This design comes from an exercise in tuning for small area on the open sky130 flow, not from production work.
In this exercise RTL edits were held to simulation tests only and were not proved equivalent to the original.
Power is estimated from default activity; no workload was simulated.

## v24
## top
module top(
    input sys_clk,  
    input rst,  
    input button_b_n,
    input button_a_n,
    output reg speaker,
    output wire [2:0] led
);
Size: ~280 cells after synthesis, about 54 flip-flops, about 8 I/O pins, about 0.0026 sq mm of cells after synthesis.
==> flow/config.mk <==
export PLATFORM = sky130hd
export DESIGN_NAME = top
export DESIGN_NICKNAME = top
export VERILOG_FILES = /design/flow/design.v
export SDC_FILE = /design/flow/constraint.sdc
export NUM_CORES = 4
export LEC_CHECK = 0
export CAP_MARGIN = 20
export CORE_MARGIN = 2
export CORE_UTILIZATION = 40
export SLEW_MARGIN = 20
==> flow/constraint.sdc <==
create_clock -name core_clock -period 10.0 [get_ports {sys_clk}]
set_input_delay 2.0000 -clock core_clock [delete_from_list [all_inputs] [get_ports {sys_clk}]]
set_output_delay 2.0000 -clock core_clock [all_outputs]
set_load 0.01 [all_outputs]
standard.sh (not shown) runs the stock make flow with config.mk's settings and CLKGATE_MAP_FILE= SYNTH_SCRIPT=/design/flow/synth_recipe.tcl, a recipe that flattens the netlist after the stock synthesis.
==> flow/flow/run.sh <==
#!/bin/bash
# standard layout, run through the standard flow's own standard.sh
set -e
bash standard.sh > standard.log 2>&1
For v9, these inputs were changed with respect to v24:
==> flow/run.sh (new file) <==
#!/bin/bash
# synth_recipe.tcl (not shown) runs the flow's synth.tcl, then flattens the netlist and writes it again
# the make line also repeats each setting of config.mk as NAME=value (left out here)
make -C /OpenROAD-flow-scripts/flow DESIGN_CONFIG=/design/flow/config.mk WORK_HOME=/design/flow/orfs CLKGATE_MAP_FILE= SYNTH_SCRIPT=/design/flow/synth_recipe.tcl finish
removed: flow/flow/run.sh
removed: flow/standard.sh
==> comparison <==
Comparing v24 against v9, there is no change at all in area share of and/or/nand/nor cells after synthesis.
v24 -> v9: number of buffers created by CTS delta 0, exact match
Cell-internal power came out exactly the same in v24 and v9.
Modified inputs, v18 compared to v9
- SLEW_MARGIN changed from 20 to 0
- CAP_MARGIN changed from 20 to 0
==> flow/flow/run.sh (new file) <==
#!/bin/bash
# Layout: the standard flow (standard.sh) with
#  - synthesis by flow/synth.tcl (ABC area mapping, same registers),
#  - port buffers of the smallest buffer cell,
#  - a clock tree of few buffers and no dummy loads.
# Each step's output goes to a log file of its own in this folder.
set -euo pipefail
here=$(pwd)
sed -e "s|SYNTH_SCRIPT=[^ ]*|SYNTH_SCRIPT=$here/flow/synth.tcl|" standard.sh > my_standard.sh
export BUFFER_PORTS_ARGS="-buffer_cell sky130_fd_sc_hd__buf_1"
export CTS_ARGS="-sink_clustering_enable -sink_clustering_size 100 -sink_clustering_max_diameter 500 -buf_list sky130_fd_sc_hd__clkbuf_8 -root_buf sky130_fd_sc_hd__clkbuf_8 -dont_use_dummy_load -repair_clock_nets"
bash my_standard.sh synth > synth.log 2>&1
bash my_standard.sh finish > finish.log 2>&1
==> flow/flow/synth.tcl (new file) <==
# The standard flow's synthesis script (synth_recipe.tcl), except that ABC maps the logic
# with its default, area-oriented script instead of ORFS's timing-driven one.
# Registers are mapped before ABC runs, so they come out as in the standard
# synthesis.
proc synth {args} { yosys synth -nofsm -noshare {*}$args }
proc abc {args} {
  set kept {}
  set skip 0
  foreach a $args {
    if { $skip } { set skip 0; continue }
    if { $a eq "-script" || $a eq "-D" || $a eq "-constr" } { set skip 1; continue }
    lappend kept $a
  }
  yosys abc {*}$kept
}
source $::env(SCRIPTS_DIR)/synth.tcl
# left out here: clear keep_hierarchy, flatten, clean up, hide names made inside functions, write 1_2_yosys.v
==> flow/standard.sh (new file) <==
#!/bin/bash
# synth_recipe.tcl (not shown) runs the flow's synth.tcl, then flattens the netlist and writes it again
# the make line also repeats each setting of config.mk as NAME=value (left out here)
make -C /OpenROAD-flow-scripts/flow DESIGN_CONFIG=/design/flow/config.mk WORK_HOME=/design/flow/orfs CLKGATE_MAP_FILE= SYNTH_SCRIPT=/design/flow/synth_recipe.tcl "${@:-finish}"
removed: flow/run.sh
==> comparison <==
- Count of placed standard cells in the final layout, fillers left out essentially unchanged between v18 and v9.
- Layout multi-input combinational cell count was higher in v18 than in v9.
- Delta(worst-case hold slack, v18 - v9) > 0
- Each of the runs, namely v18 and v9, reached the end of the flow and came out clean.
- Compared with v9, the router placed more vias in v18.
- [compare] base=v9 new=v18: power density of the placed cells lower; fraction of the mapped netlist area in adder cells higher.

[afterwards: timing with drivers on the ports]
No port has a modelled driver above. Below, the same layouts with a new extraction and two added sets of constraints.
Step 1, drivers: a clkbuf_16 drives sys_clk and a buf_2 each remaining input, both assumed.
Step 2 also shifts input and output timing later by t, the mid clock arrival at the registers, as if the neighbouring blocks saw the same clock.
a / b / c = ideal / step 1 / step 2; a / b = the first two.
run | shift t [ns] | slack for setup (ns) | worst setup path at the end
v24 | 0.336 | 6.383 / 6.383 / 6.177 | input to register
v9 | 0.336 | 6.383 / 6.383 / 6.177 | input to register
v18 | 0.320 | 6.043 / 6.043 / 6.043 | register to register
After both steps setup and hold are still met in every run listed.
